This is an optimization exercise on Yosys and OpenROAD, whose aim is small area, not a production implementation. The RTL was checked by simulation tests, not by an equivalence proof against the original design. Power is estimated from default activity; no workload was simulated.

Setup of build 70:
Design cnn_top, start of the top module:
module cnn_top #(
    parameter W = 128
)(
    input wire clk,
    input wire rst,
    input wire [7:0] pixel_in,
    input wire pixel_valid,
    output reg [7:0] pixel_out,
    output reg pixel_out_valid
);
    wire [7:0] top, left, center, right, bottom;
    wire [7:0] result;
    wire win_ok;
    line_buffers #(.W(W)) LB (
        .clk(clk),
        .pixel_in(pixel_in),
        .pixel_valid(pixel_valid),
        .top(top), .left(left), .center(center), .right(right), .bottom(bottom)
    );
    window_3x3 #(.W(W)) WG (
        .clk(clk), .rst(rst),
        .pixel_valid(pixel_valid),
        .win_ok(win_ok)
    );
    conv_mac_3x3 MAC (
        .top(top), .left(left), .center(center), .right(right), .bottom(bottom),
        .result(result)
    );
    always @(posedge clk) begin
        pixel_out <= result;
        pixel_out_valid <= !rst && pixel_valid && win_ok;
    end
endmodule
Size: about 2300 cells after synthesis, roughly 20 I/O pins.
Settings: LEC_CHECK=0, CAP_MARGIN=20, CORE_MARGIN=2, CORE_UTILIZATION=45, CTS_BUF_LIST=sky130_fd_sc_hd__clkbuf_8, CTS_CLUSTER_DIAMETER=40, CTS_CLUSTER_SIZE=24, SLEW_MARGIN=20; clock period 6.0 ns.
run.sh (not shown) runs the stock make flow with config.mk's settings and CLKGATE_MAP_FILE= SYNTH_SCRIPT=/design/flow/synth_recipe.tcl, a recipe that flattens the netlist after the stock synthesis.
Both conditions hold for build 70: the flow ran to the end and the final layout passed the timing, design-rule and antenna checks.
--- input diff build 70..build 32 ---
Settings: a change of CTS_CLUSTER_SIZE from 24 to 20; a change of CTS_CLUSTER_DIAMETER from 40 to 60.
## What came out
Max worst clock skew across build 32 and build 70: build 70
The last element of the critical path comes out pixel_out[6] in one run and pixel_out[5] in the other, namely in build 70 and build 32 respectively.
Clock tree buffer count of the final layout was higher in the run labelled build 70.
Build 32 and build 70 ended up with nearly the same routing usage on met1.
The inputs of build 31 differ from those of build 32 as listed below.
Settings: a change of CTS_CLUSTER_SIZE from 20 to 40; a change of CTS_BUF_LIST from sky130_fd_sc_hd__clkbuf_8 to sky130_fd_sc_hd__clkbuf_16.
Going from build 32 to build 31, design area climbed about 3%, worst reg-to-reg path cell count barely changed, setup slack climbed 0.032 ns, number of remaining DRC errors barely changed.
From build 32 to build 31, boundary pin count did not move at all.
Relative to build 31, the following input files were edited for build 74:
Settings: removing CTS_CLUSTER_SIZE (formerly 40); removing CTS_BUF_LIST (formerly sky130_fd_sc_hd__clkbuf_16); removing CTS_CLUSTER_DIAMETER (formerly 60).
[summary]
- Between build 74 and build 31, it is build 74 whose core utilization is higher, by 1.2 points.
- Global router's overall resource usage in build 74 is 0.43 points above build 31.
- Routed wire length, build 74 vs build 31: up by a few percent
- Total power: build 74 above build 31
- Build 74 vs build 31 — design area rose about 2.3%.
- Against build 31, build 74 comes in 2.9% higher on post-layout instance count excluding filler cells.

---

## v14
The RTL this note starts from:
==> flow/design.v <==
`timescale 1ns / 1ps
module line_buffers #(
    parameter W = 128
)(
    input  wire clk,
    input  wire [7:0] pixel_in,
    input  wire pixel_valid,
    output wire [7:0] top,      
    output wire [7:0] left,     
    output wire [7:0] center,   
    output wire [7:0] right,    
    output wire [7:0] bottom    
);
    localparam N = 2*W + 1;
    reg [8*N-1:0] taps;
    always @(posedge clk) begin
        if (pixel_valid)
            taps <= {taps[8*(N-1)-1:0], pixel_in};
    end
    assign bottom = taps[7:0];
    assign right  = taps[8*(W-1) +: 8];
    assign center = taps[8*W +: 8];
    assign left   = taps[8*(W+1) +: 8];
    assign top    = taps[8*(2*W) +: 8];
endmodule
`timescale 1ns / 1ps
module window_3x3 #(
    parameter W = 128
)(
    input  wire clk,
    input  wire rst,
    input  wire pixel_valid,
    output wire win_ok
);
    reg [6:0] col_cnt;      
    reg [1:0] row_cnt;    
    always @(posedge clk) begin
        if (rst) begin
            col_cnt <= 0;
            row_cnt <= 0;
        end
        else if (pixel_valid) begin
            if (col_cnt == W-1) begin
                col_cnt <= 0;
                if (row_cnt != 2'd2)
                    row_cnt <= row_cnt + 1'b1;
            end
            else
                col_cnt <= col_cnt + 1'b1;
        end
    end
    assign win_ok = (row_cnt == 2'd2) && (col_cnt >= 2);
endmodule
`timescale 1ns / 1ps
module conv_mac_3x3 (
    input  wire [7:0] top,
    input  wire [7:0] left,
    input  wire [7:0] center,
    input  wire [7:0] right,
    input  wire [7:0] bottom,
    output wire [7:0] result
);
    wire [10:0] diff = {1'b0, center, 2'b00} + {3'b111, ~top} + {3'b111, ~left} + {3'b111, ~right} + {3'b111, ~bottom} + 11'd4;
    assign result = diff[10] ? 8'd0 : (|diff[9:8]) ? 8'hFF : diff[7:0];
endmodule
`timescale 1ns / 1ps
module cnn_top #(
    parameter W = 128
)(
    input wire clk,
    input wire rst,
    input wire [7:0] pixel_in,
    input wire pixel_valid,
    output reg [7:0] pixel_out,
    output reg pixel_out_valid
);
    wire [7:0] top, left, center, right, bottom;
    wire [7:0] result;
    wire win_ok;
    line_buffers #(.W(W)) LB (
        .clk(clk),
        .pixel_in(pixel_in),
        .pixel_valid(pixel_valid),
        .top(top), .left(left), .center(center), .right(right), .bottom(bottom)
    );
    window_3x3 #(.W(W)) WG (
        .clk(clk), .rst(rst),
        .pixel_valid(pixel_valid),
        .win_ok(win_ok)
    );
    conv_mac_3x3 MAC (
        .top(top), .left(left), .center(center), .right(right), .bottom(bottom),
        .result(result)
    );
    always @(posedge clk) begin
        pixel_out <= result;
        pixel_out_valid <= !rst && pixel_valid && win_ok;
    end
endmodule
export LEC_CHECK = 0
export CAP_MARGIN = 20
export CORE_MARGIN = 2
export CORE_UTILIZATION = 70
export SLEW_MARGIN = 20
create_clock -name core_clock -period 6.0 [get_ports {clk}]
standard.sh (not shown) runs the stock make flow with config.mk's settings and CLKGATE_MAP_FILE= SYNTH_SCRIPT=/design/flow/synth_recipe.tcl, a recipe that flattens the netlist after the stock synthesis.
==> flow/flow/run.sh <==
#!/bin/bash
# Standard ORFS layout with a leaner clock tree (no dummy loads for balancing, sink
# clusters of up to 20 flip-flops driven by clkbuf_8) and plain buf_1 cells as port buffers.
set -euo pipefail
export CTS_ARGS="-sink_clustering_enable -repair_clock_nets -dont_use_dummy_load -buf_list sky130_fd_sc_hd__clkbuf_8 -sink_clustering_size 20 -sink_clustering_max_diameter 100"
export BUFFER_PORTS_ARGS="-buffer_cell sky130_fd_sc_hd__buf_1"
bash standard.sh > standard.log 2>&1
v14 ran to completion and came out clean on the timing, design-rule and antenna checks.
Input-level comparison between v33 and v14:
- an added CTS_CLUSTER_SIZE of 30
- a change of CORE_UTILIZATION from 70 to 45
- an added CTS_BUF_LIST of sky130_fd_sc_hd__clkbuf_16
- an added CTS_CLUSTER_DIAMETER of 100
==> flow/run.sh (new file) <==
#!/bin/bash
# synth_recipe.tcl (not shown) runs the flow's synth.tcl, then flattens the netlist and writes it again
# the make line also repeats each setting of config.mk as NAME=value (left out here)
make -C /OpenROAD-flow-scripts/flow DESIGN_CONFIG=/design/flow/config.mk WORK_HOME=/design/flow/orfs CLKGATE_MAP_FILE= SYNTH_SCRIPT=/design/flow/synth_recipe.tcl finish
removed: flow/flow/run.sh
removed: flow/standard.sh
### Flow results
- v33: total global-route track usage 5.4 points below v14
- v33 vs v14 on number of filler cells placed in the layout: v33 is the higher one.
- Comparing v33 with v14, the count of endpoints failing hold in the final timing report came out essentially unchanged.
- Any difference in via count between v33 and v14 is small enough to ignore.
> inputs changed (v33 -> v6)
- CTS_CLUSTER_SIZE no longer set, was 30
- CTS_CLUSTER_DIAMETER no longer set, was 100
- CAP_MARGIN now 10, was 20
- CTS_BUF_LIST no longer set, was sky130_fd_sc_hd__clkbuf_16
- SLEW_MARGIN now 10, was 20
==> flow/flow/run.sh (new file) <==
#!/bin/bash
# Standard ORFS layout with a leaner clock tree (no dummy loads for balancing, sink
# clusters of up to 18 flip-flops driven by clkbuf_8) and plain buf_1 cells as port buffers.
set -euo pipefail
export CTS_ARGS="-sink_clustering_enable -repair_clock_nets -dont_use_dummy_load -buf_list sky130_fd_sc_hd__clkbuf_8 -sink_clustering_size 18 -sink_clustering_max_diameter 100"
export BUFFER_PORTS_ARGS="-buffer_cell sky130_fd_sc_hd__buf_1"
bash standard.sh > standard.log 2>&1
==> flow/standard.sh (new file) <==
#!/bin/bash
# synth_recipe.tcl (not shown) runs the flow's synth.tcl, then flattens the netlist and writes it again
# the make line also repeats each setting of config.mk as NAME=value (left out here)
make -C /OpenROAD-flow-scripts/flow DESIGN_CONFIG=/design/flow/config.mk WORK_HOME=/design/flow/orfs CLKGATE_MAP_FILE= SYNTH_SCRIPT=/design/flow/synth_recipe.tcl "${@:-finish}"
removed: flow/run.sh
### Flow results
On final-layout non-clock buffer area share, v33 and v6 are neck and neck. Number of nets in the layout is lower on v33. Combinational cell fraction of total power: v33 vs v6 — no meaningful difference. Fill cell instance count of the final layout: v6 vs v33 — no meaningful difference. Reported for v33 and v6, core box area turned out identical to the last digit.

[static timing again, ports no longer ideal]
The flow's constraints put no driver on any port. The routed layouts listed below were extracted and timed again, unchanged, in two steps.
Step 1: set_driving_cell puts a clkbuf_16 on clk and a buf_2 on each other input, an assumption about the parent block.
Step 2, shift: input delay + t, output delay - t, t = (earliest + latest rising clock arrival at the registers) / 2. This alone moves slack from input paths to output paths.
Three values: ideal, step 1, step 2; two values: the first two.
| run | t (ns) | slack for setup (ns) | slew at the worst register clock pin (ns) |
|---|---|---|---|
| build 70 | 0.931 | 0.716 / 0.716 / 0.716 | 0.12 / 0.12 |
| build 32 | 0.915 | 0.712 / 0.712 / 0.712 | 0.12 / 0.12 |
| build 31 | 0.788 | 0.744 / 0.744 / 0.744 | 0.11 / 0.11 |
| build 74 | 0.841 | 0.722 / 0.722 / 0.722 | 0.07 / 0.07 |
| v14 | 0.822 | 2.083 / 2.083 / 2.083 | 0.12 / 0.12 |
| v33 | 0.755 | 2.078 / 2.078 / 2.078 | 0.12 / 0.12 |
| v6 | 0.897 | 2.108 / 2.108 / 2.108 | 0.11 / 0.11 |
After both steps every run listed still meets setup and hold.
